Context: an optimization exercise on an open-source flow, tuned for small area, a short achievable clock period and few clock cycles per item. The choices shown serve that exercise and are no tape-out recipe. Where RTL was checked, it was by simulation tests only, not by an equivalence proof against the original. Power figures rest on the tool's default switching activity, not on a simulated workload.

== orange ==
## SME
module SME(clk,reset,chardata,isstring,ispattern,valid,match,match_index);
Size: roughly 1400 cells after synthesis, roughly 19 I/O pins, about 17000 sq um of cells after synthesis.
make LEC_CHECK=0 CAP_MARGIN=20 CORE_MARGIN=2 CORE_UTILIZATION=60 SETUP_SLACK_MARGIN=2.8 SLEW_MARGIN=20 finish   # period 5.0 ns
run.sh (not shown) runs the stock make flow with config.mk's settings and CLKGATE_MAP_FILE= SYNTH_SCRIPT=/design/flow/synth_recipe.tcl, a recipe that flattens the netlist after the stock synthesis.
The inputs of green differ from those of orange as listed below.
# orange
export LEC_CHECK = 0
export CAP_MARGIN = 20
export CORE_MARGIN = 2
export CORE_UTILIZATION = 60
export SETUP_SLACK_MARGIN = 2.8
export SLEW_MARGIN = 20
create_clock -name core_clock -period 5.0 [get_ports {clk}]
# green
export LEC_CHECK = 0
export CAP_MARGIN = 20
export CORE_MARGIN = 2
export CORE_UTILIZATION = 60
export SETUP_SLACK_MARGIN = 2.6
export SLEW_MARGIN = 20
create_clock -name core_clock -period 5.0 [get_ports {clk}]
Notes after the runs:
Timing, DRC, antenna: 0 failures across green and orange
Sequential share of layout area was lower in orange than in green.
Between orange and green, the flow reports number of non-filler instances in the completed layout decreasing slightly.
Sum of routed wire length over all layers was higher in green than in orange.
As far as multi-input gate share of the layout cell area is concerned, green and orange perform about the same.
Of green and orange, the run reporting the higher buffer and inverter count on the worst path was orange.
There was hardly any difference in combinational power between orange and green.
[compare] base=orange new=green: net switching share of the total power held, sum of internal, switching and leakage power went down 2.1%, maximum fanout count along the critical path went up 2.
From orange to green, number of sequential cells did not move at all.
No functional check of the RTL was part of any run of this note.

* * *

oak:
Another version of the RTL of SME (not shown whole).
Size: ~1,200 cells after synthesis, ~330 flip-flops, ~19 I/O pins, ~15,000 um^2 of cells after synthesis.
==> flow/config.mk <==
export PLATFORM = sky130hd
export DESIGN_NAME = SME
export DESIGN_NICKNAME = SME
export VERILOG_FILES = /design/flow/design.v
export SDC_FILE = /design/flow/constraint.sdc
export NUM_CORES = 4
export LEC_CHECK = 0
export CAP_MARGIN = 20
export CORE_MARGIN = 2
export CORE_UTILIZATION = 60
export CTS_BUF_LIST = sky130_fd_sc_hd__clkbuf_16
export CTS_CLUSTER_DIAMETER = 70
export CTS_CLUSTER_SIZE = 30
export GPL_ROUTABILITY_DRIVEN = 0
export SETUP_SLACK_MARGIN = 2.8
export SLEW_MARGIN = 20
==> flow/constraint.sdc <==
create_clock -name core_clock -period 5.0 [get_ports {clk}]
set_input_delay 1.0000 -clock core_clock [delete_from_list [all_inputs] [get_ports {clk}]]
set_output_delay 1.0000 -clock core_clock [all_outputs]
set_load 0.01 [all_outputs]
Every stage of the flow completed for oak, and the final layout passed the timing, DRC and antenna checks.
Testbench counts of oak, summed over its fixed seeds: cycles 25,363, patterns 1,963.
--- input diff oak..pine ---
- GPL_ROUTABILITY_DRIVEN: 0 -> unset
- CTS_CLUSTER_DIAMETER: 70 -> 50
- CTS_CLUSTER_SIZE: 30 -> 20
[summary]
Per the final summary, pine finished and its layout is clean on timing, DRC and antenna. pine against oak; met1 wire length is down slightly. | wire length | lower: oak |. | die area | pine vs oak | ≈ equal |. Relative contribution of combinational cells to total power for pine: 1.3 points down relative to oak.
Modified inputs, birch compared to pine
- ABC_CLOCK_PERIOD_IN_PS newly set to 2000
- CTS_CLUSTER_DIAMETER removed (was 50)
- CTS_CLUSTER_SIZE removed (was 20)
- CTS_BUF_LIST removed (was sky130_fd_sc_hd__clkbuf_16)
Fmax | birch vs pine | birch slower
Number of standard cells in the layout, taps in and fillers out across pine and birch: no real change.
Relative to pine, signal arrival time at the worst endpoint has gone up in birch.
Looking at minimum clock period after layout across both flows, birch is the weaker of the two, with pine ahead.
Max-slew headroom at the worst pin delta for birch relative to pine: 0.66 points lower
Edits applied to the flow inputs when going from birch to maple:
- CORE_UTILIZATION: 60 -> 50
- ABC_CLOCK_PERIOD_IN_PS: 2000 -> unset
- CTS_CLUSTER_DIAMETER: unset -> 70
- CTS_CLUSTER_SIZE: unset -> 30
- CTS_BUF_LIST: unset -> sky130_fd_sc_hd__clkbuf_16
==> comparison <==
- maple did not stop at any stage, and its layout met the timing, DRC and antenna checks.
- Changes observed in maple relative to birch: proportion of final cell area spent on non-clock buffers dropped 0.22 points; clock latency reported for the late side of the worst-skew pair climbed 0.02 ns.
- On combinational power, birch and maple are neck and neck.
- birch → maple: total power fell by 9.1%; portion of total power attributed to the clock network lost 5.5 points; post-cts hold buffer count saw little to no change; routed length on met2 down about 1.8%.
- The clock-pin slew reported for the worst setup and hold paths after clock tree synthesis reported for maple is greater than that of birch by 0.04 ns.
- Side by side, post-layout net count turned out lower in maple than in birch.
- Final area sits lower in maple than in birch.
> inputs changed (maple -> cedar)
- a change of CAP_MARGIN from 20 to 5
- a change of CORE_UTILIZATION from 50 to 60
- a change of SLEW_MARGIN from 20 to 5
Findings:
- The lower via count came out of maple.
- cedar gives more register-to-register slack than maple did.
- Any difference in synthesized area between maple and cedar is small enough to ignore.
- Per the comparison of cedar with maple, largest net degree at the start of global routing went down by 14; total design power went down by 0.33 mW.
- cedar vs maple — met1 usage rose 5.1 points.
- Diff maple and cedar: placed cell area higher in maple
- Share of cells above drive strength 1: cedar vs maple down 0.99 points
- From maple to cedar the numbers moved as follows: total non-filler cell area in the finished layout decreased about 1.7%, count of placed standard cells in the final layout, fillers left out shrank by about 4.4%.
- Clock skew after layout for cedar: 0.0092 ns up relative to maple

* * *

== job 101 ==
Starting RTL as in the previous note.
clock: 5.0 ns
lec_check: 0
cap_margin: 20
core_margin: 2
core_utilization: 60
cts_buf_list: sky130_fd_sc_hd__clkbuf_16
cts_cluster_diameter: 50
cts_cluster_size: 20
setup_slack_margin: 3.0
slew_margin: 20
Job 101 completed; timing, DRC and antenna clean
Testbench counts of job 101, summed over its fixed seeds: cycles 25,363, patterns 1,963.
Edits applied to the flow inputs when going from job 101 to job 102:
-- flow/config.mk --
<<< job 101, line 12
export CTS_CLUSTER_DIAMETER = 50
export CTS_CLUSTER_SIZE = 20
export SETUP_SLACK_MARGIN = 3.0
>>> job 102, line 12
export CTS_CLUSTER_DIAMETER = 70
export CTS_CLUSTER_SIZE = 30
export SETUP_SLACK_MARGIN = 2.9
## What came out
- Compare job 101 and job 102 | setup slack after placement lower: job 102
- Between job 101 and job 102, part of the cycle the worst path needs is lower for job 102, job 101 comes in above that.
- Going from job 101 to job 102, cell area after layout decreased about 4.7%; non-clock buffer total of the final layout fell 14%; global-route met3 utilization now sits lower.
- Status: detailed route wirelength on metal2 parity (job 101, job 102)
- HPWL reported at the end of detailed placement: job 101 vs job 102, no meaningful difference
- Compared job 102 against job 101; storage element area within noise.
- Every run in the comparison, job 101 and job 102, completed the flow with a clean layout.
- Job 102 ended with less clock network fraction of total power than job 101.
- On job 102: met1 track utilization from global routing is 1.4 points lower than what job 101 gave.
For job 103, these inputs were changed with respect to job 102:
==> flow/flow/run.sh (new file) <==
#!/bin/bash
# The standard layout, with the port buffers made as plain buf_4 cells
# instead of the delay-type buffer the placer picks by default.
set -euo pipefail
export BUFFER_PORTS_ARGS="-buffer_cell sky130_fd_sc_hd__buf_4"
bash standard.sh > layout.log 2>&1
==> flow/standard.sh (new file) <==
#!/bin/bash
# synth_recipe.tcl (not shown) runs the flow's synth.tcl, then flattens the netlist and writes it again
# the make line also repeats each setting of config.mk as NAME=value (left out here)
make -C /OpenROAD-flow-scripts/flow DESIGN_CONFIG=/design/flow/config.mk WORK_HOME=/design/flow/orfs CLKGATE_MAP_FILE= SYNTH_SCRIPT=/design/flow/synth_recipe.tcl "${@:-finish}"
-- flow/config.mk --
<<< job 102, line 14
export SETUP_SLACK_MARGIN = 2.9
>>> job 103, line 14
export SETUP_SLACK_MARGIN = 2.8
removed: flow/run.sh
Notes after the runs:
Relative to job 102, met2 demand-to-capacity share in global routing increased by 0.79 points in job 103.
Fraction of area in clock buffers and inverters: job 103 vs job 102 up 0.61 points
Row time the final worst path needs with I/O delays and setup: job 103 higher / job 102 lower
Of job 103 and job 102, job 103 shows the higher overall power of the completed layout, with job 102 below it.
Comparing job 103 against job 102, there is no change at all in inverter count.
The core of job 103 is less densely filled than that of job 102.
[job 103] synthesis-to-layout area growth fell 1.0 points relative to job 102
Routed length on met2 (job 103 over job 102): decrease, about 2.5%
Job 103 gives more total track usage than job 102 did.
Job 103 -> job 102: flip-flop and latch count delta 0, exact match
Number of vias per cell after detailed routing was lower in job 103 than in job 102.

* * *

== old ==
SME again, from the RTL that the note above started with.
==> flow/config.mk <==
export PLATFORM = sky130hd
export DESIGN_NAME = SME
export DESIGN_NICKNAME = SME
export VERILOG_FILES = /design/flow/design.v
export SDC_FILE = /design/flow/constraint.sdc
export NUM_CORES = 4
export LEC_CHECK = 0
export CAP_MARGIN = 20
export CORE_MARGIN = 2
export CORE_UTILIZATION = 60
export CTS_BUF_LIST = sky130_fd_sc_hd__clkbuf_16
export CTS_CLUSTER_DIAMETER = 50
export CTS_CLUSTER_SIZE = 20
export SETUP_SLACK_MARGIN = 2.8
export SLEW_MARGIN = 20
==> flow/constraint.sdc <==
create_clock -name core_clock -period 5.0 [get_ports {clk}]
set_input_delay 1.0000 -clock core_clock [delete_from_list [all_inputs] [get_ports {clk}]]
set_output_delay 1.0000 -clock core_clock [all_outputs]
set_load 0.01 [all_outputs]
standard.sh (not shown) runs the stock make flow with config.mk's settings and CLKGATE_MAP_FILE= SYNTH_SCRIPT=/design/flow/synth_recipe.tcl, a recipe that flattens the netlist after the stock synthesis.
==> flow/flow/run.sh <==
#!/bin/bash
# The standard layout, with the port buffers made as plain buf_4 cells
# instead of the delay-type buffer the placer picks by default.
set -euo pipefail
export BUFFER_PORTS_ARGS="-buffer_cell sky130_fd_sc_hd__buf_4"
bash standard.sh > layout.log 2>&1
No stage failed in old, and the final checks on the layout all came back clean.
Testbench counts of old, summed over its fixed seeds: cycles 25,363, patterns 1,963.
Input-level comparison between new and old:
- changing CTS_CLUSTER_SIZE from 20 to 30
- changing SETUP_SLACK_MARGIN from 2.8 to 2.9
- changing CTS_CLUSTER_DIAMETER from 50 to 70
From old to new the numbers moved as follows: worst setup slack increased 20 ps, final cell count decreased 13, area fraction in compound gates after synthesis essentially unchanged, overall power of the completed layout decreased 13%, delay contributed by the slowest stage of the critical path decreased 50 ps.
When new is measured against old, its final-layout clock buffer total turns out 18 lower.

re-timing with driven ports:
Ports are ideal in the flow. The routed layouts listed here were re-timed in OpenROAD.
Step 1: set_driving_cell puts a clkbuf_16 on clk and a buf_2 on each other input, an assumption about the parent block.
Step 2 moves the port delays by t, midway between the first and last clock arrival at a register: inputs arrive t later, outputs are due t later. That takes back most of the time a late clock gives input paths.
Slacks: ideal ports / drivers / drivers and shift; pairs: ideal ports / drivers.
run | shift t [ns] | setup WS [ns] | clock arrival spread, ns | worst register clock-pin slew, ns
orange | 0.573 | 2.023 / 2.023 / 1.823 | 0.022 / 0.022 | 0.06 / 0.06
green | 0.562 | 2.031 / 2.031 / 1.806 | 0.029 / 0.029 | 0.07 / 0.07
oak | 0.569 | 2.741 / 2.741 / 2.511 | 0.024 / 0.025 | 0.10 / 0.10
pine | 0.555 | 2.812 / 2.812 / 2.503 | 0.022 / 0.022 | 0.07 / 0.07
birch | 0.564 | 2.789 / 2.789 / 2.502 | 0.021 / 0.020 | 0.06 / 0.06
maple | 0.593 | 2.737 / 2.737 / 2.539 | 0.027 / 0.027 | 0.10 / 0.10
cedar | 0.569 | 2.842 / 2.793 / 2.517 | 0.033 / 0.033 | 0.11 / 0.11
job 101 | 0.562 | 2.784 / 2.784 / 2.538 | 0.027 / 0.027 | 0.08 / 0.08
job 102 | 0.570 | 2.838 / 2.838 / 2.519 | 0.020 / 0.019 | 0.11 / 0.11
job 103 | 0.569 | 2.764 / 2.764 / 2.764 | 0.033 / 0.032 | 0.11 / 0.11
old | 0.562 | 2.811 / 2.811 / 2.797 | 0.030 / 0.030 | 0.08 / 0.08
new | 0.572 | 2.831 / 2.831 / 2.740 | 0.041 / 0.041 | 0.11 / 0.11
After both steps setup and hold are still met in every run listed. For cedar, which loses most, drivers alone change the setup slack by -0.049 ns; drivers and shift together by -0.325 ns.
